Context: an optimization exercise on an open-source flow, tuned for small area. The choices shown serve that exercise and are no tape-out recipe. At most, simulation tests tie the RTL to the original design; equivalence was not proved. For run 6, only the layout was checked, not whether the RTL still works. Power figures rest on the tool's default switching activity, not on a simulated workload.

--- design/flow/config.mk ---
export PLATFORM = sky130hd
export DESIGN_NAME = alu
export DESIGN_NICKNAME = alu
export VERILOG_FILES = /design/flow/design.v
export SDC_FILE = /design/flow/constraint.sdc
export NUM_CORES = 4
export LEC_CHECK = 0
export CAP_MARGIN = 20
export CORE_MARGIN = 2
export CORE_UTILIZATION = 40
export GPL_ROUTABILITY_DRIVEN = 0
export PLACE_DENSITY = 0.8
export SLEW_MARGIN = 20
--- design/flow/constraint.sdc ---
create_clock -name core_clock -period 5.0 [get_ports {clk}]
set_input_delay 1.0000 -clock core_clock [delete_from_list [all_inputs] [get_ports {clk}]]
set_output_delay 1.0000 -clock core_clock [all_outputs]
set_load 0.01 [all_outputs]
--- design/flow/design.v ---
module alu(clk, rst, d1, d2, op, dout);
    input clk, rst;
    input [3:0] op;
    input [31:0] d1;
    input [31:0] d2;
    output reg [31:0] dout;
    wire is_add  = (op == 4'd0);
    wire is_sub  = (op == 4'd1);
    wire is_and  = (op == 4'd2);
    wire is_or   = (op == 4'd3);
    wire is_xor  = (op == 4'd4);
    wire is_srl  = (op == 4'd5);
    wire is_sll  = (op == 4'd6);
    wire is_slt  = (op == 4'd7);
    wire is_sra  = (op == 4'd8);
    wire is_sltu = (op == 4'd9);
    wire hold    = op[3] & (op[2] | op[1]);
    wire nr      = ~rst;
    genvar i;
    wire        sub = is_sub | is_slt | is_sltu;
    wire [31:0] bx  = d2 ^ {32{sub}};
    wire [31:0] pp  = d1 ^ bx;
    wire [31:0] gg  = d1 & bx;
    wire [32:0] pg0 = {pp, 1'b0};
    wire [32:0] gg0 = {gg, sub};
    wire G0_1 = gg0[1] | (pg0[1] & gg0[0]);
    wire P0_1 = pg0[1] & pg0[0];
    wire G0_3 = gg0[3] | (pg0[3] & gg0[2]);
    wire P0_3 = pg0[3] & pg0[2];
    wire G0_5 = gg0[5] | (pg0[5] & gg0[4]);
    wire P0_5 = pg0[5] & pg0[4];
    wire G0_7 = gg0[7] | (pg0[7] & gg0[6]);
    wire P0_7 = pg0[7] & pg0[6];
    wire G0_9 = gg0[9] | (pg0[9] & gg0[8]);
    wire P0_9 = pg0[9] & pg0[8];
    wire G0_11 = gg0[11] | (pg0[11] & gg0[10]);
    wire P0_11 = pg0[11] & pg0[10];
    wire G0_13 = gg0[13] | (pg0[13] & gg0[12]);
    wire P0_13 = pg0[13] & pg0[12];
    wire G0_15 = gg0[15] | (pg0[15] & gg0[14]);
    wire P0_15 = pg0[15] & pg0[14];
    wire G0_17 = gg0[17] | (pg0[17] & gg0[16]);
    wire P0_17 = pg0[17] & pg0[16];
    wire G0_19 = gg0[19] | (pg0[19] & gg0[18]);
    wire P0_19 = pg0[19] & pg0[18];
    wire G0_21 = gg0[21] | (pg0[21] & gg0[20]);
    wire P0_21 = pg0[21] & pg0[20];
    wire G0_23 = gg0[23] | (pg0[23] & gg0[22]);
    wire P0_23 = pg0[23] & pg0[22];
    wire G0_25 = gg0[25] | (pg0[25] & gg0[24]);
    wire P0_25 = pg0[25] & pg0[24];
    wire G0_27 = gg0[27] | (pg0[27] & gg0[26]);
    wire P0_27 = pg0[27] & pg0[26];
    wire G0_29 = gg0[29] | (pg0[29] & gg0[28]);
    wire P0_29 = pg0[29] & pg0[28];
    wire G0_31 = gg0[31] | (pg0[31] & gg0[30]);
    wire P0_31 = pg0[31] & pg0[30];
    wire G1_3 = G0_3 | (P0_3 & G0_1);
    wire P1_3 = P0_3 & P0_1;
    wire G1_7 = G0_7 | (P0_7 & G0_5);
    wire P1_7 = P0_7 & P0_5;
    wire G1_11 = G0_11 | (P0_11 & G0_9);
    wire P1_11 = P0_11 & P0_9;
    wire G1_15 = G0_15 | (P0_15 & G0_13);
    wire P1_15 = P0_15 & P0_13;
    wire G1_19 = G0_19 | (P0_19 & G0_17);
    wire P1_19 = P0_19 & P0_17;
    wire G1_23 = G0_23 | (P0_23 & G0_21);
    wire P1_23 = P0_23 & P0_21;
    wire G1_27 = G0_27 | (P0_27 & G0_25);
    wire P1_27 = P0_27 & P0_25;
    wire G1_31 = G0_31 | (P0_31 & G0_29);
    wire P1_31 = P0_31 & P0_29;
    wire G2_7 = G1_7 | (P1_7 & G1_3);
    wire P2_7 = P1_7 & P1_3;
    wire G2_15 = G1_15 | (P1_15 & G1_11);
    wire P2_15 = P1_15 & P1_11;
    wire G2_23 = G1_23 | (P1_23 & G1_19);
    wire P2_23 = P1_23 & P1_19;
    wire G2_31 = G1_31 | (P1_31 & G1_27);
    wire P2_31 = P1_31 & P1_27;
    wire G3_15 = G2_15 | (P2_15 & G2_7);
    wire P3_15 = P2_15 & P2_7;
    wire G3_31 = G2_31 | (P2_31 & G2_23);
    wire P3_31 = P2_31 & P2_23;
    wire G4_31 = G3_31 | (P3_31 & G3_15);
    wire P4_31 = P3_31 & P3_15;
    wire G6_23 = G2_23 | (P2_23 & G3_15);
    wire P6_23 = P2_23 & P3_15;
    wire G7_11 = G1_11 | (P1_11 & G2_7);
    wire P7_11 = P1_11 & P2_7;
    wire G7_19 = G1_19 | (P1_19 & G3_15);
    wire P7_19 = P1_19 & P3_15;
    wire G7_27 = G1_27 | (P1_27 & G6_23);
    wire P7_27 = P1_27 & P6_23;
    wire G8_5 = G0_5 | (P0_5 & G1_3);
    wire P8_5 = P0_5 & P1_3;
    wire G8_9 = G0_9 | (P0_9 & G2_7);
    wire P8_9 = P0_9 & P2_7;
    wire G8_13 = G0_13 | (P0_13 & G7_11);
    wire P8_13 = P0_13 & P7_11;
    wire G8_17 = G0_17 | (P0_17 & G3_15);
    wire P8_17 = P0_17 & P3_15;
    wire G8_21 = G0_21 | (P0_21 & G7_19);
    wire P8_21 = P0_21 & P7_19;
    wire G8_25 = G0_25 | (P0_25 & G6_23);
    wire P8_25 = P0_25 & P6_23;
    wire G8_29 = G0_29 | (P0_29 & G7_27);
    wire P8_29 = P0_29 & P7_27;
    wire G9_2 = gg0[2] | (pg0[2] & G0_1);
    wire P9_2 = pg0[2] & P0_1;
    wire G9_4 = gg0[4] | (pg0[4] & G1_3);
    wire P9_4 = pg0[4] & P1_3;
    wire G9_6 = gg0[6] | (pg0[6] & G8_5);
    wire P9_6 = pg0[6] & P8_5;
    wire G9_8 = gg0[8] | (pg0[8] & G2_7);
    wire P9_8 = pg0[8] & P2_7;
    wire G9_10 = gg0[10] | (pg0[10] & G8_9);
    wire P9_10 = pg0[10] & P8_9;
    wire G9_12 = gg0[12] | (pg0[12] & G7_11);
    wire P9_12 = pg0[12] & P7_11;
    wire G9_14 = gg0[14] | (pg0[14] & G8_13);
    wire P9_14 = pg0[14] & P8_13;
    wire G9_16 = gg0[16] | (pg0[16] & G3_15);
    wire P9_16 = pg0[16] & P3_15;
    wire G9_18 = gg0[18] | (pg0[18] & G8_17);
    wire P9_18 = pg0[18] & P8_17;
    wire G9_20 = gg0[20] | (pg0[20] & G7_19);
    wire P9_20 = pg0[20] & P7_19;
    wire G9_22 = gg0[22] | (pg0[22] & G8_21);
    wire P9_22 = pg0[22] & P8_21;
    wire G9_24 = gg0[24] | (pg0[24] & G6_23);
    wire P9_24 = pg0[24] & P6_23;
    wire G9_26 = gg0[26] | (pg0[26] & G8_25);
    wire P9_26 = pg0[26] & P8_25;
    wire G9_28 = gg0[28] | (pg0[28] & G7_27);
    wire P9_28 = pg0[28] & P7_27;
    wire G9_30 = gg0[30] | (pg0[30] & G8_29);
    wire P9_30 = pg0[30] & P8_29;
    wire G9_32 = gg0[32] | (pg0[32] & G4_31);
    wire P9_32 = pg0[32] & P4_31;
    wire [32:0] cy;
    assign cy[0] = gg0[0];
    assign cy[1] = G0_1;
    assign cy[2] = G9_2;
    assign cy[3] = G1_3;
    assign cy[4] = G9_4;
    assign cy[5] = G8_5;
    assign cy[6] = G9_6;
    assign cy[7] = G2_7;
    assign cy[8] = G9_8;
    assign cy[9] = G8_9;
    assign cy[10] = G9_10;
    assign cy[11] = G7_11;
    assign cy[12] = G9_12;
    assign cy[13] = G8_13;
    assign cy[14] = G9_14;
    assign cy[15] = G3_15;
    assign cy[16] = G9_16;
    assign cy[17] = G8_17;
    assign cy[18] = G9_18;
    assign cy[19] = G7_19;
    assign cy[20] = G9_20;
    assign cy[21] = G8_21;
    assign cy[22] = G9_22;
    assign cy[23] = G6_23;
    assign cy[24] = G9_24;
    assign cy[25] = G8_25;
    assign cy[26] = G9_26;
    assign cy[27] = G7_27;
    assign cy[28] = G9_28;
    assign cy[29] = G8_29;
    assign cy[30] = G9_30;
    assign cy[31] = G4_31;
    assign cy[32] = G9_32;
    wire        ltu = ~cy[32];
    wire        lt  = ltu ^ d1[31] ^ d2[31];
    wire        use_cy = is_add | is_sub;
    wire [31:0] sum = pp ^ (cy[31:0] & {32{use_cy}});
    wire        big  = |d2[31:5];
    wire        sh_l = is_sll;
    wire        sh_r = is_srl | is_sra;
    wire        sh_on = sh_l | sh_r;
    wire        fill = is_sra & d1[31];
    wire [31:0] t0;
    assign t0[0] = ~((sh_l & d1[31]) | (sh_r & d1[0]));
    assign t0[1] = ~((sh_l & d1[30]) | (sh_r & d1[1]));
    assign t0[2] = ~((sh_l & d1[29]) | (sh_r & d1[2]));
    assign t0[3] = ~((sh_l & d1[28]) | (sh_r & d1[3]));
    assign t0[4] = ~((sh_l & d1[27]) | (sh_r & d1[4]));
    assign t0[5] = ~((sh_l & d1[26]) | (sh_r & d1[5]));
    assign t0[6] = ~((sh_l & d1[25]) | (sh_r & d1[6]));
    assign t0[7] = ~((sh_l & d1[24]) | (sh_r & d1[7]));
    assign t0[8] = ~((sh_l & d1[23]) | (sh_r & d1[8]));
    assign t0[9] = ~((sh_l & d1[22]) | (sh_r & d1[9]));
    assign t0[10] = ~((sh_l & d1[21]) | (sh_r & d1[10]));
    assign t0[11] = ~((sh_l & d1[20]) | (sh_r & d1[11]));
    assign t0[12] = ~((sh_l & d1[19]) | (sh_r & d1[12]));
    assign t0[13] = ~((sh_l & d1[18]) | (sh_r & d1[13]));
    assign t0[14] = ~((sh_l & d1[17]) | (sh_r & d1[14]));
    assign t0[15] = ~((sh_l & d1[16]) | (sh_r & d1[15]));
    assign t0[16] = ~((sh_l & d1[15]) | (sh_r & d1[16]));
    assign t0[17] = ~((sh_l & d1[14]) | (sh_r & d1[17]));
    assign t0[18] = ~((sh_l & d1[13]) | (sh_r & d1[18]));
    assign t0[19] = ~((sh_l & d1[12]) | (sh_r & d1[19]));
    assign t0[20] = ~((sh_l & d1[11]) | (sh_r & d1[20]));
    assign t0[21] = ~((sh_l & d1[10]) | (sh_r & d1[21]));
    assign t0[22] = ~((sh_l & d1[9]) | (sh_r & d1[22]));
    assign t0[23] = ~((sh_l & d1[8]) | (sh_r & d1[23]));
    assign t0[24] = ~((sh_l & d1[7]) | (sh_r & d1[24]));
    assign t0[25] = ~((sh_l & d1[6]) | (sh_r & d1[25]));
    assign t0[26] = ~((sh_l & d1[5]) | (sh_r & d1[26]));
    assign t0[27] = ~((sh_l & d1[4]) | (sh_r & d1[27]));
    assign t0[28] = ~((sh_l & d1[3]) | (sh_r & d1[28]));
    assign t0[29] = ~((sh_l & d1[2]) | (sh_r & d1[29]));
    assign t0[30] = ~((sh_l & d1[1]) | (sh_r & d1[30]));
    assign t0[31] = ~((sh_l & d1[0]) | (sh_r & d1[31]));
    wire m0 = sh_on & d2[0];
    wire n0 = sh_on & ~d2[0];
    wire [31:0] t1;
    assign t1[0] = ~((m0 & t0[1]) | (n0 & t0[0]));
    assign t1[1] = ~((m0 & t0[2]) | (n0 & t0[1]));
    assign t1[2] = ~((m0 & t0[3]) | (n0 & t0[2]));
    assign t1[3] = ~((m0 & t0[4]) | (n0 & t0[3]));
    assign t1[4] = ~((m0 & t0[5]) | (n0 & t0[4]));
    assign t1[5] = ~((m0 & t0[6]) | (n0 & t0[5]));
    assign t1[6] = ~((m0 & t0[7]) | (n0 & t0[6]));
    assign t1[7] = ~((m0 & t0[8]) | (n0 & t0[7]));
    assign t1[8] = ~((m0 & t0[9]) | (n0 & t0[8]));
    assign t1[9] = ~((m0 & t0[10]) | (n0 & t0[9]));
    assign t1[10] = ~((m0 & t0[11]) | (n0 & t0[10]));
    assign t1[11] = ~((m0 & t0[12]) | (n0 & t0[11]));
    assign t1[12] = ~((m0 & t0[13]) | (n0 & t0[12]));
    assign t1[13] = ~((m0 & t0[14]) | (n0 & t0[13]));
    assign t1[14] = ~((m0 & t0[15]) | (n0 & t0[14]));
    assign t1[15] = ~((m0 & t0[16]) | (n0 & t0[15]));
    assign t1[16] = ~((m0 & t0[17]) | (n0 & t0[16]));
    assign t1[17] = ~((m0 & t0[18]) | (n0 & t0[17]));
    assign t1[18] = ~((m0 & t0[19]) | (n0 & t0[18]));
    assign t1[19] = ~((m0 & t0[20]) | (n0 & t0[19]));
    assign t1[20] = ~((m0 & t0[21]) | (n0 & t0[20]));
    assign t1[21] = ~((m0 & t0[22]) | (n0 & t0[21]));
    assign t1[22] = ~((m0 & t0[23]) | (n0 & t0[22]));
    assign t1[23] = ~((m0 & t0[24]) | (n0 & t0[23]));
    assign t1[24] = ~((m0 & t0[25]) | (n0 & t0[24]));
    assign t1[25] = ~((m0 & t0[26]) | (n0 & t0[25]));
    assign t1[26] = ~((m0 & t0[27]) | (n0 & t0[26]));
    assign t1[27] = ~((m0 & t0[28]) | (n0 & t0[27]));
    assign t1[28] = ~((m0 & t0[29]) | (n0 & t0[28]));
    assign t1[29] = ~((m0 & t0[30]) | (n0 & t0[29]));
    assign t1[30] = ~((m0 & t0[31]) | (n0 & t0[30]));
    assign t1[31] = ~((m0 & ~fill) | (n0 & t0[31]));
    wire m1 = sh_on & d2[1];
    wire n1 = sh_on & ~d2[1];
    wire [31:0] t2;
    assign t2[0] = ~((m1 & t1[2]) | (n1 & t1[0]));
    assign t2[1] = ~((m1 & t1[3]) | (n1 & t1[1]));
    assign t2[2] = ~((m1 & t1[4]) | (n1 & t1[2]));
    assign t2[3] = ~((m1 & t1[5]) | (n1 & t1[3]));
    assign t2[4] = ~((m1 & t1[6]) | (n1 & t1[4]));
    assign t2[5] = ~((m1 & t1[7]) | (n1 & t1[5]));
    assign t2[6] = ~((m1 & t1[8]) | (n1 & t1[6]));
    assign t2[7] = ~((m1 & t1[9]) | (n1 & t1[7]));
    assign t2[8] = ~((m1 & t1[10]) | (n1 & t1[8]));
    assign t2[9] = ~((m1 & t1[11]) | (n1 & t1[9]));
    assign t2[10] = ~((m1 & t1[12]) | (n1 & t1[10]));
    assign t2[11] = ~((m1 & t1[13]) | (n1 & t1[11]));
    assign t2[12] = ~((m1 & t1[14]) | (n1 & t1[12]));
    assign t2[13] = ~((m1 & t1[15]) | (n1 & t1[13]));
    assign t2[14] = ~((m1 & t1[16]) | (n1 & t1[14]));
    assign t2[15] = ~((m1 & t1[17]) | (n1 & t1[15]));
    assign t2[16] = ~((m1 & t1[18]) | (n1 & t1[16]));
    assign t2[17] = ~((m1 & t1[19]) | (n1 & t1[17]));
    assign t2[18] = ~((m1 & t1[20]) | (n1 & t1[18]));
    assign t2[19] = ~((m1 & t1[21]) | (n1 & t1[19]));
    assign t2[20] = ~((m1 & t1[22]) | (n1 & t1[20]));
    assign t2[21] = ~((m1 & t1[23]) | (n1 & t1[21]));
    assign t2[22] = ~((m1 & t1[24]) | (n1 & t1[22]));
    assign t2[23] = ~((m1 & t1[25]) | (n1 & t1[23]));
    assign t2[24] = ~((m1 & t1[26]) | (n1 & t1[24]));
    assign t2[25] = ~((m1 & t1[27]) | (n1 & t1[25]));
    assign t2[26] = ~((m1 & t1[28]) | (n1 & t1[26]));
    assign t2[27] = ~((m1 & t1[29]) | (n1 & t1[27]));
    assign t2[28] = ~((m1 & t1[30]) | (n1 & t1[28]));
    assign t2[29] = ~((m1 & t1[31]) | (n1 & t1[29]));
    assign t2[30] = ~((m1 & fill) | (n1 & t1[30]));
    assign t2[31] = ~((m1 & fill) | (n1 & t1[31]));
    wire m2 = sh_on & d2[2];
    wire n2 = sh_on & ~d2[2];
    wire [31:0] t3;
    assign t3[0] = ~((m2 & t2[4]) | (n2 & t2[0]));
    assign t3[1] = ~((m2 & t2[5]) | (n2 & t2[1]));
    assign t3[2] = ~((m2 & t2[6]) | (n2 & t2[2]));
    assign t3[3] = ~((m2 & t2[7]) | (n2 & t2[3]));
    assign t3[4] = ~((m2 & t2[8]) | (n2 & t2[4]));
    assign t3[5] = ~((m2 & t2[9]) | (n2 & t2[5]));
    assign t3[6] = ~((m2 & t2[10]) | (n2 & t2[6]));
    assign t3[7] = ~((m2 & t2[11]) | (n2 & t2[7]));
    assign t3[8] = ~((m2 & t2[12]) | (n2 & t2[8]));
    assign t3[9] = ~((m2 & t2[13]) | (n2 & t2[9]));
    assign t3[10] = ~((m2 & t2[14]) | (n2 & t2[10]));
    assign t3[11] = ~((m2 & t2[15]) | (n2 & t2[11]));
    assign t3[12] = ~((m2 & t2[16]) | (n2 & t2[12]));
    assign t3[13] = ~((m2 & t2[17]) | (n2 & t2[13]));
    assign t3[14] = ~((m2 & t2[18]) | (n2 & t2[14]));
    assign t3[15] = ~((m2 & t2[19]) | (n2 & t2[15]));
    assign t3[16] = ~((m2 & t2[20]) | (n2 & t2[16]));
    assign t3[17] = ~((m2 & t2[21]) | (n2 & t2[17]));
    assign t3[18] = ~((m2 & t2[22]) | (n2 & t2[18]));
    assign t3[19] = ~((m2 & t2[23]) | (n2 & t2[19]));
    assign t3[20] = ~((m2 & t2[24]) | (n2 & t2[20]));
    assign t3[21] = ~((m2 & t2[25]) | (n2 & t2[21]));
    assign t3[22] = ~((m2 & t2[26]) | (n2 & t2[22]));
    assign t3[23] = ~((m2 & t2[27]) | (n2 & t2[23]));
    assign t3[24] = ~((m2 & t2[28]) | (n2 & t2[24]));
    assign t3[25] = ~((m2 & t2[29]) | (n2 & t2[25]));
    assign t3[26] = ~((m2 & t2[30]) | (n2 & t2[26]));
    assign t3[27] = ~((m2 & t2[31]) | (n2 & t2[27]));
    assign t3[28] = ~((m2 & ~fill) | (n2 & t2[28]));
    assign t3[29] = ~((m2 & ~fill) | (n2 & t2[29]));
    assign t3[30] = ~((m2 & ~fill) | (n2 & t2[30]));
    assign t3[31] = ~((m2 & ~fill) | (n2 & t2[31]));
    wire m3 = sh_on & d2[3];
    wire n3 = sh_on & ~d2[3];
    wire [31:0] t4;
    assign t4[0] = ~((m3 & t3[8]) | (n3 & t3[0]));
    assign t4[1] = ~((m3 & t3[9]) | (n3 & t3[1]));
    assign t4[2] = ~((m3 & t3[10]) | (n3 & t3[2]));
    assign t4[3] = ~((m3 & t3[11]) | (n3 & t3[3]));
    assign t4[4] = ~((m3 & t3[12]) | (n3 & t3[4]));
    assign t4[5] = ~((m3 & t3[13]) | (n3 & t3[5]));
    assign t4[6] = ~((m3 & t3[14]) | (n3 & t3[6]));
    assign t4[7] = ~((m3 & t3[15]) | (n3 & t3[7]));
    assign t4[8] = ~((m3 & t3[16]) | (n3 & t3[8]));
    assign t4[9] = ~((m3 & t3[17]) | (n3 & t3[9]));
    assign t4[10] = ~((m3 & t3[18]) | (n3 & t3[10]));
    assign t4[11] = ~((m3 & t3[19]) | (n3 & t3[11]));
    assign t4[12] = ~((m3 & t3[20]) | (n3 & t3[12]));
    assign t4[13] = ~((m3 & t3[21]) | (n3 & t3[13]));
    assign t4[14] = ~((m3 & t3[22]) | (n3 & t3[14]));
    assign t4[15] = ~((m3 & t3[23]) | (n3 & t3[15]));
    assign t4[16] = ~((m3 & t3[24]) | (n3 & t3[16]));
    assign t4[17] = ~((m3 & t3[25]) | (n3 & t3[17]));
    assign t4[18] = ~((m3 & t3[26]) | (n3 & t3[18]));
    assign t4[19] = ~((m3 & t3[27]) | (n3 & t3[19]));
    assign t4[20] = ~((m3 & t3[28]) | (n3 & t3[20]));
    assign t4[21] = ~((m3 & t3[29]) | (n3 & t3[21]));
    assign t4[22] = ~((m3 & t3[30]) | (n3 & t3[22]));
    assign t4[23] = ~((m3 & t3[31]) | (n3 & t3[23]));
    assign t4[24] = ~((m3 & fill) | (n3 & t3[24]));
    assign t4[25] = ~((m3 & fill) | (n3 & t3[25]));
    assign t4[26] = ~((m3 & fill) | (n3 & t3[26]));
    assign t4[27] = ~((m3 & fill) | (n3 & t3[27]));
    assign t4[28] = ~((m3 & fill) | (n3 & t3[28]));
    assign t4[29] = ~((m3 & fill) | (n3 & t3[29]));
    assign t4[30] = ~((m3 & fill) | (n3 & t3[30]));
    assign t4[31] = ~((m3 & fill) | (n3 & t3[31]));
    wire m4 = sh_on & d2[4];
    wire n4 = sh_on & ~d2[4];
    wire [31:0] t5;
    assign t5[0] = ~((m4 & t4[16]) | (n4 & t4[0]));
    assign t5[1] = ~((m4 & t4[17]) | (n4 & t4[1]));
    assign t5[2] = ~((m4 & t4[18]) | (n4 & t4[2]));
    assign t5[3] = ~((m4 & t4[19]) | (n4 & t4[3]));
    assign t5[4] = ~((m4 & t4[20]) | (n4 & t4[4]));
    assign t5[5] = ~((m4 & t4[21]) | (n4 & t4[5]));
    assign t5[6] = ~((m4 & t4[22]) | (n4 & t4[6]));
    assign t5[7] = ~((m4 & t4[23]) | (n4 & t4[7]));
    assign t5[8] = ~((m4 & t4[24]) | (n4 & t4[8]));
    assign t5[9] = ~((m4 & t4[25]) | (n4 & t4[9]));
    assign t5[10] = ~((m4 & t4[26]) | (n4 & t4[10]));
    assign t5[11] = ~((m4 & t4[27]) | (n4 & t4[11]));
    assign t5[12] = ~((m4 & t4[28]) | (n4 & t4[12]));
    assign t5[13] = ~((m4 & t4[29]) | (n4 & t4[13]));
    assign t5[14] = ~((m4 & t4[30]) | (n4 & t4[14]));
    assign t5[15] = ~((m4 & t4[31]) | (n4 & t4[15]));
    assign t5[16] = ~((m4 & ~fill) | (n4 & t4[16]));
    assign t5[17] = ~((m4 & ~fill) | (n4 & t4[17]));
    assign t5[18] = ~((m4 & ~fill) | (n4 & t4[18]));
    assign t5[19] = ~((m4 & ~fill) | (n4 & t4[19]));
    assign t5[20] = ~((m4 & ~fill) | (n4 & t4[20]));
    assign t5[21] = ~((m4 & ~fill) | (n4 & t4[21]));
    assign t5[22] = ~((m4 & ~fill) | (n4 & t4[22]));
    assign t5[23] = ~((m4 & ~fill) | (n4 & t4[23]));
    assign t5[24] = ~((m4 & ~fill) | (n4 & t4[24]));
    assign t5[25] = ~((m4 & ~fill) | (n4 & t4[25]));
    assign t5[26] = ~((m4 & ~fill) | (n4 & t4[26]));
    assign t5[27] = ~((m4 & ~fill) | (n4 & t4[27]));
    assign t5[28] = ~((m4 & ~fill) | (n4 & t4[28]));
    assign t5[29] = ~((m4 & ~fill) | (n4 & t4[29]));
    assign t5[30] = ~((m4 & ~fill) | (n4 & t4[30]));
    assign t5[31] = ~((m4 & ~fill) | (n4 & t4[31]));
    wire [31:0] y = t5;
    wire e_r = nr & sh_r & ~big;
    wire e_l = nr & sh_l & ~big;
    wire [31:0] shres;
    generate for (i = 0; i < 32; i = i + 1) begin : g_sh
        assign shres[i] = (e_r & y[i]) | (e_l & y[31 - i]);
    end endgenerate
    wire e_h   = nr & hold;
    wire e_lt  = nr & ((is_slt & lt) | (is_sltu & ltu));
    wire e_sum = nr & (is_add | is_sub | is_xor | is_or);
    wire e_g   = nr & (is_and | is_or);
    wire [31:0] nxt = ({32{e_sum}} & sum) | ({32{e_g}} & gg) | shres
                    | ({32{e_h}} & dout) | {31'd0, e_lt};
    always @(posedge clk)
        dout <= nxt;
endmodule
--- design/flow/flow/run.sh ---
#!/bin/bash
# Own layout flow: the standard ORFS flow (standard.sh), with
#  - ORFS's synthesis run unchanged except that ABC maps with an area script
#    (flow/abc_area.script, hooked in by flow/abc_hook.tcl) in place of the
#    delay-oriented one;
#  - the extra make settings in flow/make_args.txt (one per line): ports
#    buffered with sky130_fd_sc_hd__buf_1, clock tree built from clkbuf_8
#    without dummy loads, and ORFS's power recovery (gate downsizing) after
#    global routing.
# The tools' logs are ORFS's own, under orfs/logs; make's output is flow.log.
set -euo pipefail
W=$PWD
export AREA_ABC_SCRIPT=$W/flow/abc_area.script
{ head -n 1 synth_recipe.tcl; echo "source $W/flow/abc_hook.tcl"; tail -n +2 synth_recipe.tcl; } > synth_area.tcl
EXTRA=()
if [[ -f flow/make_args.txt ]]; then mapfile -t EXTRA < flow/make_args.txt; fi
bash standard.sh SYNTH_SCRIPT=$W/synth_area.tcl "${EXTRA[@]}" finish > flow.log 2>&1
--- design/flow/flow/abc_area.script ---
&get -n
&st
&synch2
&nf -R 1000 -p -F 8 -A 4
&put
topo
stime -c
buffer -c
upsize -c
dnsize -c
--- design/flow/flow/abc_hook.tcl ---
# Run ABC with an area-oriented script instead of ORFS's delay-oriented one.
# Everything else in ORFS's synthesis is left as it is.
proc abc {args} {
  set i [lsearch -exact $args -script]
  if { $i >= 0 } {
    set args [lreplace $args [expr {$i + 1}] [expr {$i + 1}] $::env(AREA_ABC_SCRIPT)]
  }
  set j [lsearch -exact $args -D]
  if { $j >= 0 } {
    set args [lreplace $args $j [expr {$j + 1}]]
  }
  yosys abc {*}$args
}
--- design/flow/flow/make_args.txt ---
BUFFER_PORTS_ARGS=-buffer_cell sky130_fd_sc_hd__buf_1
CTS_ARGS=-sink_clustering_enable -repair_clock_nets -dont_use_dummy_load -buf_list sky130_fd_sc_hd__clkbuf_8
RECOVER_POWER=100
MATCH_CELL_FOOTPRINT=0
--- design/flow/standard.sh ---
#!/bin/bash
# synth_recipe.tcl (not shown) runs the flow's synth.tcl, then flattens the netlist and writes it again
# the make line also repeats each setting of config.mk as NAME=value (left out here)
make -C /OpenROAD-flow-scripts/flow DESIGN_CONFIG=/design/flow/config.mk WORK_HOME=/design/flow/orfs CLKGATE_MAP_FILE= SYNTH_SCRIPT=/design/flow/synth_recipe.tcl "${@:-finish}"
==> summary.txt, run 1 <==
DR vias=5924; largest net degree at the start of global routing=34; Resized cells post-CTS=0; Syn Nets=755; # rows=39; Syn Inst Count=653; post-route setup slack=417 ps; R2R cell count=3; ys async rst share=0%; Yosys reg bits=32; Die Ht=113 um; H-tree level count=2; CP Launch Point=op[2]; critical path peak fanout=20; Max Clock Skew=0 ps; CP Launch Type=input port; CTS tree=done; Hold Path Origin=dout[20]; Ys Warns=1; root buffer cell=clkbuf_8; RR Startpoint=dout[0]; VDD IR max=111 uV; r2r endpoint=dout[0]; P per Cell Area=196 mW/mm2; RSZ-0062 raised after global routing=false; clock latency (worst-skew pair)=290 ps; CP Data Required Time=5140 ps; WHS Endpoint=dout[20]; share of the synthesized area in the top cell type=14.8%; vias per cell=6.88; worst slack, placed=313 ps; biggest registers after layout=dout (32); Antenna Nets Post-Route=0; CTS Sinks=32; Reg with most FFs=dout; Lkg Pwr=1.89 nW; Die Area=0.0127 mm2; # hold bufs at CTS=0; CTS clk-pin slew, worst paths=70 ps; crit path kind=input port to register; setup bufs post-CTS=0; count of different cell masters after synthesis=51; initial cell density of the core=41.2%; Arr. time, crit path=4720 ps; fraction of layout cells with a size suffix above 1=5.01%; Final nets=822; n_diodes=0; minimum clock period=4580 ps; DR iter-0 viols=1048; status=timing/DRC/antenna clean; routed wire length=17.6 mm; syn_area_per_cell=7.24 um2; Setup crit end kind=register; commonest non-fill, non-tap cells in the layout=o22ai_1 (112), buf_1 (101), nand2_1 (66); Area growth, synth to finish=11.0%; max FFs per register=32; number of synthesized flops with an enable pin=0; post-synthesis cell area=0.00473 mm2; fin crit share=91.7%; Worst Hold Depth=2; Max Fclk=218 MHz; die width=113 um; Hold Vio Cnt, Final=0; hold slack=510 ps; Congestion Overflow GR=0; Slew Limit Headroom=42.5%; setup_tns=0 ps; top post-synthesis cells by area=o22ai_1 (15%), dfxtp_1 (14%), xnor2_1 (9.1%); Main synth FF type=dfxtp_1; Setup-failing EPs final=0; first-pass GRT wire length=26.8 mm; Top Ports=102; Core Footprint=0.0115 mm2; vias in the first global route=5168; drt wl/cell=20.5 um; commonest non-fill, non-tap cell in the layout=o22ai_1; DR DRC count=0; Final Slew Violations=0; largest area contributor in the netlist=o22ai_1; port buffer count=101; worst-case clock buffer depth=2; post-DP HPWL=13.6 mm; Register-to-Register Setup Slack=3900 ps; Hold Path Class=register to register; GRT Overall Usage=26.0%; initial antenna violation count=0; Initial DRT Pass Iterations=9; total CTS buffers=5; Seq/Total Area, Yosys=13.6%; Max Cap Viol=0; fillcell total=1152; Tightest Pin Transition=861 ps
-- final cells by class --
cell class | instances | area [um2] | area share (%)
clock buffers | 5 | 68.8 | 1.31
well taps | 143 | 179 | 3.41
repair buffers | 119 | 510 | 9.73
multi-input cells | 559 | 3840 | 73.1
inverters | 3 | 11.3 | 0.215
flip-flops and latches | 32 | 641 | 12.2
-- cells by family after synthesis --
group                    after synthesis  share of synthesized area (%)
flip-flops                            32                           13.6
XOR/XNOR                              66                           12.2
adder cells (fa/ha/maj)               32                           8.47
buffers and inverters                 62                           5.56
AND/OR/NAND/NOR                      145                           14.4
multiplexers                           1                          0.212
AO/OA/AOI/OAI                        315                           45.6
-- synthesized netlist by cell type (2+ instances only) --
library cell,count
nand2_1,64
buf_1,5
nor4b_1,4
xnor2_1,49
o21ai_1,3
inv_1,3
a21oi_2,3
o21ai_2,2
o211ai_1,15
buf_2,6
o221ai_1,13
nand3_1,11
o21ai_0,50
dfxtp_1,32
buf_4,2
nor2b_1,6
a221oi_1,4
nor4_1,9
a222oi_1,24
nor2_1,34
o22ai_1,112
a21oi_1,32
a31oi_1,2
clkbuf_1,44
ha_1,32
nand2b_1,5
a22o_1,28
nand2_2,2
buf_6,2
a21boi_0,2
o21a_1,8
xor2_1,17
a22oi_1,10
-- how the worst max path moves through the flow --
stage | to
after floorplan | dout[0]
after global placement | dout[30]
after detailed placement | dout[0]
after CTS | dout[0]
after global routing | dout[0]
final | dout[0]
-- critical path, cell delays in order --
cell and delay, ps:
buf_1 110, buf_4 170, o21ai_2 170, nand2_4 220, xnor2_1 270, ha_1 300, a21oi_1 180, o21ai_2 110
a21oi_1 260, nor2b_1 130, a221o_1 390, and4b_1 220, nand2_1 70, nand2_1 150, a21oi_4 220, o31ai_2 120
a21oi_2 200, xnor2_1 140, o21ai_1 90, nand3b_1 90, o211ai_1 90
-- power breakdown --
group	switching, mW	leakage (nW)	total [mW]	internal, mW
clock	0.0994	0.0359	0.189	0.0897
combinational	0.338	1.59	0.549	0.210
sequential	0.0141	0.262	0.291	0.276
-- metrics by stage --
stage	util [%]	area [um2]	cells	power [mW]
finish	45.8	5250	861	1.03
global route	45.8	5250	861	1.08
CTS	45.9	5260	861	1.01
detailed placement	45.3	5190	856	0.825
global placement	45.3	5190	856	0.819
floorplan	-	4730	653	0.681
-- per-layer routing --
metal  global-route usage [%]  wire (um)  vias to the layer above
met5                        0          0                        -
met4                     14.5        965                        0
met3                     4.55       2140                       90
met2                     40.1       7630                      420
met1                     34.5       6900                     2684
li1                         -          -                     2730
==> inputs of run 2 (changes only) <==
==> design/flow/flow/make_args.txt (replaced) <==
BUFFER_PORTS_ARGS=-buffer_cell sky130_fd_sc_hd__buf_1
CTS_ARGS=-sink_clustering_enable -repair_clock_nets -dont_use_dummy_load -buf_list sky130_fd_sc_hd__clkbuf_8
RECOVER_POWER=100
--- a/design/flow/config.mk
+++ b/design/flow/config.mk
@@ -11,3 +11,4 @@
 export GPL_ROUTABILITY_DRIVEN = 0
 export PLACE_DENSITY = 0.8
 export SLEW_MARGIN = 20
+export TNS_END_PERCENT = 0
==> run 2 against run 1 <==
Against the previous run: still clean; cell area stayed put; fmax is the same; wire length stayed put; critical endpoint unchanged.
==> summary.txt, run 2 <==
status=timing/DRC/antenna clean; CTS clk-pin slew, worst paths=70 ps; switch share=43.9%; Main synth FF type=dfxtp_1; Register-to-Register Setup Slack=3900 ps; CP Launch Type=input port; largest net degree at the start of global routing=34; Slew Limit Headroom=42.5%; GRT Overall Usage=26.0%; crit-path cells=buf_1, buf_4, o21ai_2, nand2_4, xnor2_1, ha_1, a21oi_1, o21ai_2, a21oi_1, nor2b_1, a221o_1, and4b_1, nand2_1, nand2_1, a21oi_4, o31ai_2, a21oi_2, xnor2_1, o21ai_1, nand3b_1, o211ai_1; multi-input combinational cell area=0.00384 mm2; count of different cell masters after synthesis=51; Worst path slowest cell=a221o_1; vias per cell=6.88; ys async rst share=0%; combinational group share of total power=53.4%; Syn Inst Count=653; count leader, synth=o22ai_1; Top Ports=102; VDD IR max=111 uV; largest area contributor in the netlist=o22ai_1; Antenna Nets Post-Route=0; Hold Path Class=register to register; P per Cell Area=196 mW/mm2; clock latency (worst-skew pair)=290 ps; max FFs per register=32; critical path peak fanout=20; post-DP HPWL=13.6 mm; Area growth, synth to finish=11.0%; Clock power frac=18.4%; P_sw=0.452 mW; Congestion Overflow GR=0; Syn Nets=755; first-pass GRT wire length=26.8 mm; routed wire length=17.6 mm; post-synthesis cell area=0.00473 mm2; Max Cap Viol=0; drt wl/cell=20.5 um; Worst Hold Depth=2; fillcell total=1152; Worst path max stage delay=390 ps; # rows=39; n_diodes=0; DR DRC count=0; total CTS buffers=5; root buffer cell=clkbuf_8; CTS tree=done; minimum clock period=4580 ps; Power Total=1.03 mW; initial antenna violation count=0; RSZ-0062 raised after global routing=false; Initial DRT Pass Iterations=9; # hold bufs at CTS=0; DR vias=5924; H-tree level count=2; commonest non-fill, non-tap cell in the layout=o22ai_1; DR iter-0 viols=1048; setup_tns=0 ps; syn_area_per_cell=7.24 um2; share of the synthesized area in the top cell type=14.8%; CTS Sinks=32; Reg area=641 um2; Die Ht=113 um; top post-synthesis cells by area=o22ai_1 (15%), dfxtp_1 (14%), xnor2_1 (9.1%); fraction of layout cells with a size suffix above 1=5.01%; Setup-failing EPs final=0; R2R cell count=3; hold slack=510 ps; worst-case clock buffer depth=2; Max Clock Skew=0 ps; Final nets=822; Max Fclk=218 MHz; Seq/Total Area, Yosys=13.6%; port buffer count=101; Die Area=0.0127 mm2; vias in the first global route=5168; Final Core Density=45.8%; most frequent cells after synthesis=o22ai_1 (112), nand2_1 (64), o21ai_0 (50); initial cell density of the core=41.2%; number of synthesized flops with an enable pin=0; P_int=0.577 mW; Core Footprint=0.0115 mm2; Lkg Pwr=1.89 nW; setup bufs post-CTS=0; commonest non-fill, non-tap cells in the layout=o22ai_1 (112), buf_1 (101), nand2_1 (66); Yosys reg bits=32; sequential power share=28.3%; Resized cells post-CTS=0; biggest registers after layout=dout (32); Setup crit end kind=register; Tightest Pin Transition=861 ps; CP Data Required Time=5140 ps; Final Slew Violations=0; Hold Vio Cnt, Final=0; fin crit share=91.7%; die width=113 um; Reg with most FFs=dout; Arr. time, crit path=4720 ps; crit path kind=input port to register; Ys Warns=1
## run 2: cell counts after synthesis
No cell type changed its count.
## run 2: path summary, 6_finish.rpt
path / from / end
max: op[2] / dout[0]
min: dout[20] / dout[20]
max reg2reg: dout[0] / dout[0]
min reg2reg: dout[20] / dout[20]
## run 2: kinds of logic (layout without fill, tap and decap cells)
family / Yosys count / in the layout / share of synthesized area [%]
muxes: 1 / 1 / 0.212
DFF: 32 / 32 / 13.6
xor gates and xnor gates: 66 / 66 / 12.2
adders and majority gates: 32 / 32 / 8.47
and+or+nand+nor: 145 / 145 / 14.4
AOI/OAI and AO/OA: 315 / 315 / 45.6
buffers and inverters: 62 / 127 / 5.56
## run 2: through the flow
stage / std cells / setup WS, ps / instance area, um2
3_5_place_dp: 856 / 313 / 5190
5_1_grt: 861 / 185 / 5250
6_report: 861 / 417 / 5250
3_3_place_gp: 856 / 444 / 5190
4_1_cts: 861 / 601 / 5260
2_1_floorplan: 653 / 665 / 4730
## run 2: power groups by stage
stage	sequential [mW]	clock, mW	combinational [mW]
3_3_place_gp	0.295	0	0.524
6_report	0.291	0.189	0.549
2_1_floorplan	0.302	0	0.379
3_5_place_dp	0.295	0	0.529
5_1_grt	0.292	0.202	0.590
4_1_cts	0.290	0.190	0.532
## run 2: per-layer routing
| metal | part of all wire [%] | global-route usage [%] | up-vias |
|---|---|---|---|
| met5 | 0 | 0 | - |
| met4 | 5.5 | 14.5 | 0 |
| met3 | 12 | 4.55 | 90 |
| met2 | 43 | 40.1 | 420 |
| met1 | 39 | 34.5 | 2684 |
| li1 | - | - | 2730 |
## run 2: worst max-delay path: cells and delay by family
kind                     cells  cell delay (ps)
AO/OA/AOI/OAI               10             1830
XOR/XNOR                     2              410
adder cells (fa/ha/maj)      1              300
buffers and inverters        2              280
AND/OR/NAND/NOR              6              880
## run 2: final cells by class
class	count	share of cell area (%)
multi-input combinational	559	73.1
tap	143	3.41
sequential	32	12.2
inverter	3	0.215
clock buffer	5	1.31
timing repair buffer	119	9.73
==> inputs of run 3 (changes only) <==
--- a/design/flow/config.mk
+++ b/design/flow/config.mk
@@ -11,4 +11,3 @@
 export GPL_ROUTABILITY_DRIVEN = 0
 export PLACE_DENSITY = 0.8
 export SLEW_MARGIN = 20
-export TNS_END_PERCENT = 0
==> run 3 against run 2 <==
Against the previous run: non-clock buffer count unchanged; global-route usage unchanged; highest routed layer unchanged; largest cell class unchanged; core utilization unchanged.
==> summary.txt, run 3 <==
total CTS buffers=5; Hold Path Class=register to register; routed wire length=17.6 mm; setup_tns=0 ps; Initial DRT Pass Iterations=9; vias per cell=6.88; Congestion Overflow GR=0; max FFs per register=32; H-tree level count=2; DR DRC count=0; vias in the first global route=5168; post-synthesis cell area=0.00473 mm2; count of different cell masters after synthesis=51; critical path peak fanout=20; commonest non-fill, non-tap cells in the layout=o22ai_1 (112), buf_1 (101), nand2_1 (66); port buffer count=101; Die Ht=113 um; first-pass GRT wire length=26.8 mm; Max Cap Viol=0; CTS clk-pin slew, worst paths=70 ps; hold slack=510 ps; Seq/Total Area, Yosys=13.6%; Syn Nets=755; clock latency (worst-skew pair)=290 ps; Max Fclk=218 MHz; Syn Inst Count=653; CTS tree=done; post-DP HPWL=13.6 mm; Slew Limit Headroom=42.5%; # hold bufs at CTS=0; Final Slew Violations=0; Reg with most FFs=dout; Core Footprint=0.0115 mm2; syn_area_per_cell=7.24 um2; Tightest Pin Transition=861 ps; most frequent cells after synthesis=o22ai_1 (112), nand2_1 (64), o21ai_0 (50); Top Ports=102; Max Clock Skew=0 ps; Antenna Nets Post-Route=0; Setup-failing EPs final=0; GRT Overall Usage=26.0%; initial antenna violation count=0; number of synthesized flops with an enable pin=0; P per Cell Area=196 mW/mm2; Area growth, synth to finish=11.0%; Lkg Pwr=1.89 nW; # rows=39; DR iter-0 viols=1048; Final nets=822; commonest non-fill, non-tap cell in the layout=o22ai_1; top post-synthesis cells by area=o22ai_1 (15%), dfxtp_1 (14%), xnor2_1 (9.1%); crit path kind=input port to register; die width=113 um; minimum clock period=4580 ps; DR vias=5924; Hold Vio Cnt, Final=0; Setup crit end kind=register; n_diodes=0; root buffer cell=clkbuf_8; setup bufs post-CTS=0; Ys Warns=1; RSZ-0062 raised after global routing=false; count leader, synth=o22ai_1; CP Launch Type=input port; Yosys reg bits=32; Main synth FF type=dfxtp_1; largest area contributor in the netlist=o22ai_1; VDD IR max=111 uV; CTS Sinks=32; Arr. time, crit path=4720 ps; ys async rst share=0%; fraction of layout cells with a size suffix above 1=5.01%; drt wl/cell=20.5 um; Resized cells post-CTS=0; share of the synthesized area in the top cell type=14.8%; initial cell density of the core=41.2%; status=timing/DRC/antenna clean; Die Area=0.0127 mm2; largest net degree at the start of global routing=34; CP Data Required Time=5140 ps; fin crit share=91.7%; worst-case clock buffer depth=2; biggest registers after layout=dout (32)
[run 3: cell counts after synthesis]
No cell type changed its count.
[run 3: cell type report]
class | count | area (um2)
Inverter | 3 | 11.3
Timing Repair Buffer | 119 | 510
Tap cell | 143 | 179
Clock buffer | 5 | 68.8
Sequential cell | 32 | 641
Multi-Input combinational cell | 559 | 3840
Fill cell | 1152 | 6220
[run 3: cell families (layout without fill, tap and decap cells)]
family                   Yosys count  in the layout  share of synthesized area [%]
AO/OA/AOI/OAI                    315            315                           45.6
AND/OR/NAND/NOR                  145            145                           14.4
XOR/XNOR                          66             66                           12.2
buffers and inverters             62            127                           5.56
adder cells (fa/ha/maj)           32             32                           8.47
flip-flops                        32             32                           13.6
multiplexers                       1              1                          0.212
[run 3: per-layer routing]
layer  global-route usage [%]  share of wire [%]
met1                     34.5                 39
met2                     40.1                 43
met4                     14.5                5.5
met3                     4.55                 12
met5                        0                  0
[run 3: power breakdown]
group	internal [mW]	switching, mW	leakage, nW
Clock	0.0897	0.0994	0.0359
Combinational	0.210	0.338	1.59
Sequential	0.276	0.0141	0.262
[run 3: final timing paths]
path / startpoint / endpoint / slack (ps) / depth (start not counted)
min: dout[20] / dout[20] / 510 / 2
max: op[2] / dout[0] / 420 / 21
min reg2reg: dout[20] / dout[20] / 510 / 2
max reg2reg: dout[0] / dout[0] / 3900 / 3
[run 3: metrics by stage]
stage / util, % / total power, mW / worst slack (ps) / instances / instance area (um2)
after global placement: 45.3 / 0.819 / 444 / 856 / 5190
after global routing: 45.8 / 1.08 / 185 / 861 / 5250
after floorplan: - / 0.681 / 665 / 653 / 4730
after detailed placement: 45.3 / 0.825 / 313 / 856 / 5190
after CTS: 45.9 / 1.01 / 601 / 861 / 5260
final: 45.8 / 1.03 / 417 / 861 / 5250
[run 3: worst max-delay path, cell delays in order]
cell      delay (ps)
buf_1            110
buf_4            170
o21ai_2          170
nand2_4          220
xnor2_1          270
ha_1             300
a21oi_1          180
o21ai_2          110
a21oi_1          260
nor2b_1          130
a221o_1          390
and4b_1          220
nand2_1           70
nand2_1          150
a21oi_4          220
o31ai_2          120
a21oi_2          200
xnor2_1          140
o21ai_1           90
nand3b_1          90
o211ai_1          90
==> inputs of run 4 (changes only) <==
--- a/design/flow/config.mk
+++ b/design/flow/config.mk
@@ -7,7 +7,7 @@
 export LEC_CHECK = 0
 export CAP_MARGIN = 20
 export CORE_MARGIN = 2
-export CORE_UTILIZATION = 40
+export CORE_UTILIZATION = 30
 export GPL_ROUTABILITY_DRIVEN = 0
 export PLACE_DENSITY = 0.8
 export SLEW_MARGIN = 20
==> run 4 against run 3 <==
Against the previous run: clock power about the same; critical endpoint unchanged; sequential cell count stayed put; wire length up 6.8%; area after synthesis unchanged; count of clock-buffer cells in the layout stayed put; sequential power barely moved; first-iteration DRC count shrank 8.2%; critical path depth is the same; still clean; core utilization fell by 11 points; cell count rose by 7.8%; highest routed layer unchanged; fmax fell by 0.78%; synthesized cell count did not move.
==> summary.txt, run 4 <==
Syn Nets=755; CTS tree=done; post-route cell area=0.00533 mm2; vias per cell=6.52; initial antenna violation count=0; Reg with most FFs=dout; # rows=45; max FFs per register=32; die width=130 um; first-pass GRT wire length=28.6 mm; most frequent cells after synthesis=o22ai_1 (112), nand2_1 (64), o21ai_0 (50); Hold Path Origin=dout[20]; initial cell density of the core=30.9%; DR vias=6050; CP Data Required Time=5160 ps; RSZ-0062 raised after global routing=false; Placed Area=0.00528 mm2; setup_tns=0 ps; Max Fclk=217 MHz; Final nets=821; Max Clock Skew=0 ps; Yosys reg bits=32; count of different cell masters after synthesis=51; RR Startpoint=dout[0]; CTS clk-pin slew, worst paths=70 ps; largest net degree at the start of global routing=34; Worst path max stage delay=390 ps; Top Ports=102; port buffer count=101; commonest non-fill, non-tap cells in the layout=o22ai_1 (112), buf_1 (101), nand2_1 (64); P_sw=0.462 mW; family with the most delay on the worst path=compound AO/OA/AOI/OAI gates; Antenna Nets Post-Route=0; Lkg Pwr=1.88 nW; DR DRC count=0; fraction of layout cells with a size suffix above 1=5.16%; Ys Warns=1; CP Launch Type=input port; commonest non-fill, non-tap cell in the layout=o22ai_1; GRT Overall Usage=21.5%; fin crit share=92.4%; Congestion Overflow GR=0; Clock power frac=18.5%; count leader, synth=o22ai_1; number of synthesized flops with an enable pin=0; Area growth, synth to finish=12.8%; top post-synthesis cells by area=o22ai_1 (15%), dfxtp_1 (14%), xnor2_1 (9.1%); Setup crit end kind=register; root buffer cell=clkbuf_8; Die Area=0.0168 mm2; vias in the first global route=5351; Hold Vio Cnt, Final=0; largest area contributor in the netlist=o22ai_1; Arr. time, crit path=4780 ps; total CTS buffers=5; CP Launch Point=op[2]; drt wl/cell=20.3 um; Final Core Density=34.8%; CTS Sinks=32; Slew Limit Headroom=23.8%; share of the synthesized area in the top cell type=14.8%; syn_area_per_cell=7.24 um2; Die Ht=130 um; status=timing/DRC/antenna clean; P_int=0.577 mW; Initial DRT Pass Iterations=8; Main synth FF type=dfxtp_1; DR iter-0 viols=962; sequential power share=28.1%; Hold Path Class=register to register; worst-case clock buffer depth=2; # hold bufs at CTS=0; Syn Inst Count=653; Max Cap Viol=0; minimum clock period=4620 ps; Setup-failing EPs final=0; hold slack=525 ps; routed wire length=18.8 mm; Worst path slowest cell=a221o_1; crit path kind=input port to register; Register-to-Register Setup Slack=3900 ps; Seq/Total Area, Yosys=13.6%; Core Footprint=0.0153 mm2; P per Cell Area=195 mW/mm2; Resized cells post-CTS=0; critical path peak fanout=19; post-synthesis cell area=0.00473 mm2; clock latency (worst-skew pair)=300 ps; combinational group share of total power=53.4%; setup bufs post-CTS=0; ys async rst share=0%; CP bufs+invs=2; n_diodes=0; switch share=44.5%; crit-path cells=buf_1, clkbuf_1, o21ai_2, nand2_4, xnor2_1, ha_1, a21oi_1, o21ai_2, a21oi_2, nor2b_1, a221o_1, and4b_1, nand2_1, nand2_2, a21oi_4, o31ai_2, a21oi_1, xnor2_1, o21ai_1, nand3b_1, o211ai_1; biggest registers after layout=dout (32); Tightest Pin Transition=1130 ps; VDD IR max=90.4 uV; Final Slew Violations=0; post-DP HPWL=14.6 mm; H-tree level count=2
==> run 4: cell counts after synthesis <==
No cell type changed its count.
==> run 4: path summary, 6_finish.rpt <==
| check | cells past startpoint | endpoint |
|---|---|---|
| hold reg to reg | 2 | dout[20] |
| setup reg to reg | 3 | dout[0] |
| setup / recovery | 21 | dout[0] |
| hold / removal | 2 | dout[20] |
==> run 4: final cells by class <==
| class | count | area (um2) |
|---|---|---|
| clock buffer | 5 | 68.8 |
| fill | 1683 | 9980 |
| inverter | 3 | 11.3 |
| multi-input combinational | 559 | 3850 |
| sequential | 32 | 641 |
| tap | 211 | 264 |
| timing repair buffer | 118 | 499 |
==> run 4: kinds of logic (layout without fill, tap and decap cells) <==
kind of cell,after synthesis,count (layout),share of synthesized area (%)
XOR/XNOR,66,66,12.2
multiplexers,1,1,0.212
buffers and inverters,62,126,5.56
AO/OA/AOI/OAI,315,315,45.6
AND/OR/NAND/NOR,145,145,14.4
flip-flops,32,32,13.6
adder cells (fa/ha/maj),32,32,8.47
==> run 4: metal layers <==
metal | global-route usage (%) | part of all wire (%)
met1 | 27.9 | 38
met5 | 0 | 0
met2 | 34.6 | 45
met4 | 11.1 | 5.5
met3 | 3.14 | 12
==> run 4: metrics by stage <==
step           power, mW  cells  setup slack (ps)
2_1_floorplan      0.681    653               665
3_3_place_gp       0.821    923               449
3_5_place_dp       0.830    923               291
4_1_cts             1.02    928               605
5_1_grt             1.09    928               145
6_report            1.04    928               382
==> run 4: power groups by stage <==
| stage | clock (mW) | combinational (mW) | sequential [mW] |
|---|---|---|---|
| 6_report | 0.192 | 0.554 | 0.292 |
| 5_1_grt | 0.197 | 0.598 | 0.293 |
| 4_1_cts | 0.190 | 0.537 | 0.292 |
| 3_5_place_dp | 0 | 0.533 | 0.297 |
| 3_3_place_gp | 0 | 0.524 | 0.297 |
| 2_1_floorplan | 0 | 0.379 | 0.302 |
==> run 4: worst register-to-register path, cell delays in order (launching register included) <==
cell,delay (ps)
dfxtp_1,330
a222oi_1,300
a21boi_0,230
o211ai_1,110
==> inputs of run 5 (changes only) <==
==> design/flow/flow/make_args.txt (replaced) <==
BUFFER_PORTS_ARGS=-buffer_cell sky130_fd_sc_hd__buf_1
CTS_ARGS=-sink_clustering_enable -repair_clock_nets -dont_use_dummy_load -root_buf sky130_fd_sc_hd__clkbuf_8 -buf_list sky130_fd_sc_hd__clkbuf_4
RECOVER_POWER=100
--- a/design/flow/config.mk
+++ b/design/flow/config.mk
@@ -7,7 +7,7 @@
 export LEC_CHECK = 0
 export CAP_MARGIN = 20
 export CORE_MARGIN = 2
-export CORE_UTILIZATION = 30
+export CORE_UTILIZATION = 40
 export GPL_ROUTABILITY_DRIVEN = 0
 export PLACE_DENSITY = 0.8
 export SLEW_MARGIN = 20
==> run 5 against run 4 <==
Against the previous run: still clean; count of clock-buffer cells in the layout unchanged; register-to-register slack about the same; non-clock buffer count up 1; wire length down 6.3%; highest routed layer unchanged.
==> summary.txt, run 5 <==
minimum clock period=4580 ps; ys async rst share=0%; Worst Setup EP=dout[0]; initial antenna violation count=0; Arr. time, crit path=4720 ps; CTS clk-pin slew, worst paths=70 ps; R2R cell count=3; P_sw=0.452 mW; vias per cell=6.88; number of synthesized flops with an enable pin=0; Syn Inst Count=653; most used routing layer=met2; setup bufs post-CTS=0; total CTS buffers=5; Hold Vio Cnt, Final=0; Setup-failing EPs final=0; global-route met2 utilization=40.1%; # hold bufs at CTS=0; n_diodes=0; Final Core Density=45.8%; Adder-Cell Fraction of Synth Area=8.47%; Worst path slowest cell=a221o_1; Syn Nets=755; Clock power frac=18.4%; RR Startpoint=dout[0]; RSZ-0062 raised after global routing=false; biggest registers after layout=dout (32); Max Cap Viol=0; commonest non-fill, non-tap cell in the layout=o22ai_1; share of the synthesized area in the top cell type=14.8%; GRT Overall Usage=26.0%; Area growth, synth to finish=11.0%; P per Cell Area=196 mW/mm2; Ys Warns=1; largest family of logic cells by synthesized area=compound AO/OA/AOI/OAI gates; r2r endpoint=dout[0]; routed wire length=17.6 mm; fin crit share=91.7%; VDD IR max=111 uV; sequential power share=28.3%; Placed Area=0.00519 mm2; Die Ht=113 um; count of different cell masters after synthesis=51; status=timing/DRC/antenna clean; root buffer cell=clkbuf_8; combinational group share of total power=53.4%; Slew Limit Headroom=42.5%; post-route cell area=0.00525 mm2; Top Ports=102; first-pass GRT wire length=26.8 mm; Hold Path Class=register to register; DR iter-0 viols=1048; multi-input combinational cell area=0.00384 mm2; Main synth FF type=dfxtp_1; clock latency (worst-skew pair)=290 ps; P_int=0.577 mW; Lkg Pwr=1.89 nW; fraction of layout cells with a size suffix above 1=5.01%; largest net degree at the start of global routing=34; Reg with most FFs=dout; DR vias=5924; fillcell total=1152; Resized cells post-CTS=0; Antenna Nets Post-Route=0; CTS Sinks=32; switch share=43.9%; Final Slew Violations=0; initial cell density of the core=41.2%; die width=113 um; post-synthesis cell area=0.00473 mm2; Tightest Pin Transition=861 ps; CTS tree=done; Congestion Overflow GR=0; Register-to-Register Setup Slack=3900 ps; port buffer count=101; Synth Area in Simple Gates=14.4%; setup_tns=0 ps; filler-free cell count of the finished design=861; Reg area=641 um2; H-tree level count=2; Final nets=822; CP Launch Point=op[2]; crit path kind=input port to register; post-synthesis mux area share=0.212%; placed insts=856; critical path peak fanout=20; largest area contributor in the netlist=o22ai_1; grt met1 use=34.5%; post-synthesis xor/xnor area fraction=12.2%; worst-case clock buffer depth=2; Initial DRT Pass Iterations=9; Setup crit end kind=register; commonest non-fill, non-tap cells in the layout=o22ai_1 (112), buf_1 (101), nand2_1 (66); max FFs per register=32; CP Data Required Time=5140 ps; DR DRC count=0; M3 GR Usage=4.55%; Worst path max stage delay=390 ps; Yosys reg bits=32; drt wl/cell=20.5 um; Max Fclk=218 MHz; top post-synthesis cells by area=o22ai_1 (15%), dfxtp_1 (14%), xnor2_1 (9.1%); Die Area=0.0127 mm2; Compound-Gate Fraction of Synth Area=45.6%; # rows=39; syn_area_per_cell=7.24 um2; vias in the first global route=5168; Max Clock Skew=0 ps; CP Launch Type=input port; Seq/Total Area, Yosys=13.6%; count leader, synth=o22ai_1; crit-path cells=buf_1, buf_4, o21ai_2, nand2_4, xnor2_1, ha_1, a21oi_1, o21ai_2, a21oi_1, nor2b_1, a221o_1, and4b_1, nand2_1, nand2_1, a21oi_4, o31ai_2, a21oi_2, xnor2_1, o21ai_1, nand3b_1, o211ai_1; Core Footprint=0.0115 mm2; Power Total=1.03 mW; post-DP HPWL=13.6 mm; most frequent cells after synthesis=o22ai_1 (112), nand2_1 (64), o21ai_0 (50)
run 5: how the worst min path moves through the flow:
stage	startpoint	endpoint	cells past startpoint
finish	dout[20]	dout[20]	2
global route	dout[11]	dout[11]	2
CTS	dout[20]	dout[20]	2
detailed placement	dout[20]	dout[20]	2
global placement	dout[20]	dout[20]	2
floorplan	dout[11]	dout[11]	2
run 5: cell type report:
type | instances | share of cell area (%)
Inverter | 3 | 0.215
Multi-Input combinational cell | 559 | 73.1
Tap cell | 143 | 3.41
Timing Repair Buffer | 119 | 9.73
Sequential cell | 32 | 12.2
Clock buffer | 5 | 1.31
run 5: metal layers:
metal | up-vias | wire length, um
met5 | - | 0
met4 | 0 | 965
met3 | 90 | 2140
met2 | 420 | 7630
met1 | 2684 | 6900
li1 | 2730 | -
run 5: worst max-delay path, delay by kind of cell:
kind | cells | cell delay [ps]
compound gates | 10 | 1830
simple gates | 6 | 880
buf+inv | 2 | 280
fa+ha+maj | 1 | 300
xor+xnor | 2 | 410
run 5: power groups by stage:
stage / sequential, mW / combinational, mW / clock, mW
2_1_floorplan: 0.302 / 0.379 / 0
3_3_place_gp: 0.295 / 0.524 / 0
3_5_place_dp: 0.295 / 0.529 / 0
4_1_cts: 0.290 / 0.532 / 0.190
5_1_grt: 0.292 / 0.590 / 0.202
6_report: 0.291 / 0.549 / 0.189
run 5: through the flow:
step           worst slack [ps]  hold slack [ps]
6_report                    417              510
5_1_grt                     185              538
4_1_cts                     601              517
3_5_place_dp                313              499
3_3_place_gp                444              494
2_1_floorplan               665              538
run 5: kinds of logic after synthesis:
logic type / after synthesis
fa+ha+maj: 32
flops: 32
mux: 1
simple gates: 145
compound gates: 315
buf+inv: 62
xor+xnor: 66
==> inputs of run 6 (changes only) <==
--- a/design/flow/design.v
+++ b/design/flow/design.v
@@ -176,7 +176,9 @@
     wire        ltu = ~cy[32];
     wire        lt  = ltu ^ d1[31] ^ d2[31];
     wire        use_cy = is_add | is_sub;
-    wire [31:0] sum = pp ^ (cy[31:0] & {32{use_cy}});
+    wire        use_g  = is_or | is_and;
+    wire        use_p  = is_and;
+    wire [31:0] sum = pp ^ ((cy[31:0] & {32{use_cy}}) | (gg & {32{use_g}}) | (pp & {32{use_p}}));
     wire        big  = |d2[31:5];
     wire        sh_l = is_sll;
     wire        sh_r = is_srl | is_sra;
@@ -399,9 +401,8 @@
     end endgenerate
     wire e_h   = nr & hold;
     wire e_lt  = nr & ((is_slt & lt) | (is_sltu & ltu));
-    wire e_sum = nr & (is_add | is_sub | is_xor | is_or);
-    wire e_g   = nr & (is_and | is_or);
-    wire [31:0] nxt = ({32{e_sum}} & sum) | ({32{e_g}} & gg) | shres
+    wire e_sum = nr & (is_add | is_sub | is_xor | is_or | is_and);
+    wire [31:0] nxt = ({32{e_sum}} & sum) | shres
                     | ({32{e_h}} & dout) | {31'd0, e_lt};
     always @(posedge clk)
         dout <= nxt;
==> design/flow/flow/make_args.txt (replaced) <==
BUFFER_PORTS_ARGS=-buffer_cell sky130_fd_sc_hd__buf_1
CTS_ARGS=-sink_clustering_enable -repair_clock_nets -dont_use_dummy_load -buf_list sky130_fd_sc_hd__clkbuf_8
RECOVER_POWER=100
--- a/design/flow/config.mk
+++ b/design/flow/config.mk
@@ -8,6 +8,4 @@
 export CAP_MARGIN = 20
 export CORE_MARGIN = 2
 export CORE_UTILIZATION = 40
-export GPL_ROUTABILITY_DRIVEN = 0
-export PLACE_DENSITY = 0.8
 export SLEW_MARGIN = 20
==> run 6 against run 5 <==
Against the previous run: sequential cell count is the same; via count increased by 3.0%; still clean on timing, DRC and antenna; non-clock buffer count is 2 higher; critical path depth is 6 lower; cell area rose by 1.8%; sequential share of layout area fell by 0.22 points; count of clock-buffer cells in the layout is the same; area after synthesis rose by 1.6%; largest cell class unchanged.
==> summary.txt, run 6 <==
commonest non-fill, non-tap cells in the layout=o22ai_1 (128), o21ai_0 (115), buf_1 (100); Slew Limit Headroom=36.1%; count leader, synth=o22ai_1; root buffer cell=clkbuf_8; Final Core Density=45.1%; Ys Warns=1; max FFs per register=32; total CTS buffers=5; most frequent cells after synthesis=o22ai_1 (128), o21ai_0 (114), nand2_1 (52); Tightest Pin Transition=959 ps; Core Footprint=0.0119 mm2; RSZ-0062 raised after global routing=false; Antenna Nets Post-Route=0; Setup-failing EPs final=0; Main synth FF type=dfxtp_1; VDD IR max=123 uV; P per Cell Area=199 mW/mm2; Hold Vio Cnt, Final=0; biggest registers after layout=dout (32); Syn Nets=783; post-route cell area=0.00534 mm2; top post-synthesis cells by area=o22ai_1 (17%), dfxtp_1 (13%), o21ai_0 (12%); first-pass GRT wire length=30.9 mm; commonest non-fill, non-tap cell in the layout=o22ai_1; initial antenna violation count=1; RD Place Congestion=0.973; CTS Sinks=32; worst-case clock buffer depth=2; DR vias=6104; n_diodes=0; CP Data Required Time=5150 ps; post-DP HPWL=16.1 mm; Syn Inst Count=680; DR iter-0 viols=821; Arr. time, crit path=4710 ps; # rows=40; Yosys reg bits=32; share of the synthesized area in the top cell type=16.7%; Max Fclk=219 MHz; placed insts=885; die width=114 um; vias in the first global route=5482; CTS clk-pin slew, worst paths=80 ps; status=timing/DRC/antenna clean; Placed Area=0.00528 mm2; DR DRC count=0; critical path peak fanout=27; largest area contributor in the netlist=o22ai_1; routed wire length=20.2 mm; Seq/Total Area, Yosys=13.3%; Initial DRT Pass Iterations=6; filler-free cell count of the finished design=890; syn_area_per_cell=7.07 um2; port buffer count=101; fraction of layout cells with a size suffix above 1=6.06%; Lkg Pwr=1.87 nW; Max Cap Viol=0; Final nets=848; Max Clock Skew=0 ps; Top Ports=102; fin crit share=91.3%; number of synthesized flops with an enable pin=0; Area growth, synth to finish=11.2%; Hold Path Class=register to register; GRT Overall Usage=30.4%; Reg with most FFs=dout; minimum clock period=4560 ps; Die Area=0.0129 mm2; ys async rst share=0%; Die Ht=114 um; count of different cell masters after synthesis=53; Final Slew Violations=0; setup bufs post-CTS=0; CP Launch Type=input port; crit path kind=input port to register; CTS tree=done; Power Total=1.06 mW; initial cell density of the core=40.5%; Register-to-Register Setup Slack=4020 ps; setup_tns=0 ps; H-tree level count=2; Congestion Overflow GR=0; post-synthesis cell area=0.00480 mm2; clock latency (worst-skew pair)=280 ps; largest net degree at the start of global routing=35; vias per cell=6.86; drt wl/cell=22.7 um; Setup crit end kind=register
==> run 6: per-stage QoR <==
step / hold WS [ps] / setup slack (ps)
after floorplan: 502 / 401
after global placement: 458 / 193
after detailed placement: 480 / 112
after CTS: 507 / 401
after global routing: 531 / 74.0
final: 501 / 436
==> run 6: worst paths after layout <==
check	from	end	cells after the start
max	op[1]	dout[22]	15
min	dout[14]	dout[14]	2
max reg2reg	dout[0]	dout[0]	2
min reg2reg	dout[14]	dout[14]	2
==> run 6: where the power goes <==
group / leakage [nW] / switching (mW) / internal [mW] / total [mW]
Combinational: 1.57 / 0.379 / 0.211 / 0.590
Sequential: 0.262 / 0.0137 / 0.274 / 0.288
Clock: 0.0359 / 0.0947 / 0.0898 / 0.185
==> run 6: logic make-up after synthesis <==
logic type / Yosys count / share of synthesized area, %
multiplexers: 1 / 0.208
buffers and inverters: 67 / 5.65
AO/OA/AOI/OAI: 394 / 53.6
adder cells (fa/ha/maj): 33 / 8.59
flip-flops: 32 / 13.3
XOR/XNOR: 40 / 7.29
AND/OR/NAND/NOR: 113 / 11.3
==> run 6: final cells by class <==
class,instances,area (um2)
flip-flops and latches,32,641
multi-input cells,581,3910
clock buffers,5,68.8
well taps,147,184
inverters,4,15.0
fillers,1229,6520
repair buffers,121,526
==> run 6: what timing repair did <==
action,in CTS,in global routing
hold buffers,0,0
resized for setup,0,2
endpoints found under the setup margin,0,4
==> run 6: per-layer routing <==
| layer | global-route usage, % | part of all wire [%] | up-vias |
|---|---|---|---|
| li1 | - | - | 2867 |
| met4 | 11.5 | 4.2 | 2 |
| met2 | 49.0 | 45 | 333 |
| met1 | 42.0 | 44 | 2844 |
| met3 | 3.24 | 7.4 | 58 |
| met5 | 0 | 0.064 | - |
==> run 6: critical path, stage by stage <==
cell and delay, ps:
clkbuf_1 160, clkbuf_1 170, or2_2 350, nor3b_2 310, a21o_1 150, or2_2 140
nand2_1 460, o22ai_1 430, o22ai_1 230, o22ai_1 300, o22ai_1 130, o22ai_1 260
o22ai_1 220, a21oi_1 270, o21ai_0 120

[what the ideal ports hide]
No port has a modelled driver above. Below, the same layouts with a new extraction and two added sets of constraints.
Step 1 assumes that a clkbuf_16 drives the clock port and a buf_2 every other input.
Step 2 adds t to the input delays and takes it off the output delays; t is the mean of the earliest and latest rising clock arrival at the registers after step 1. Input paths then give back, and output paths get back, about the clock's delay inside the block.
Three values: ideal, step 1, step 2; two values: the first two.
run	shift t [ns]	slack for setup (ns)	worst setup path at the end	latest minus earliest clock arrival (ns)
run 1	0.326	0.417 / 0.430 / 0.104	input to register	0.009 / 0.010
run 2	0.326	0.417 / 0.430 / 0.104	input to register	0.009 / 0.010
run 3	0.326	0.417 / 0.430 / 0.104	input to register	0.009 / 0.010
run 4	0.329	0.382 / 0.393 / 0.064	input to register	0.010 / 0.010
run 5	0.326	0.417 / 0.430 / 0.104	input to register	0.009 / 0.010
run 6	0.303	0.436 / 0.440 / 0.137	input to register	0.020 / 0.019
After both steps every run listed still meets setup and hold. The setup slack of run 4, which loses most, moves by +0.011 ns with the drivers and by -0.318 ns with both steps.
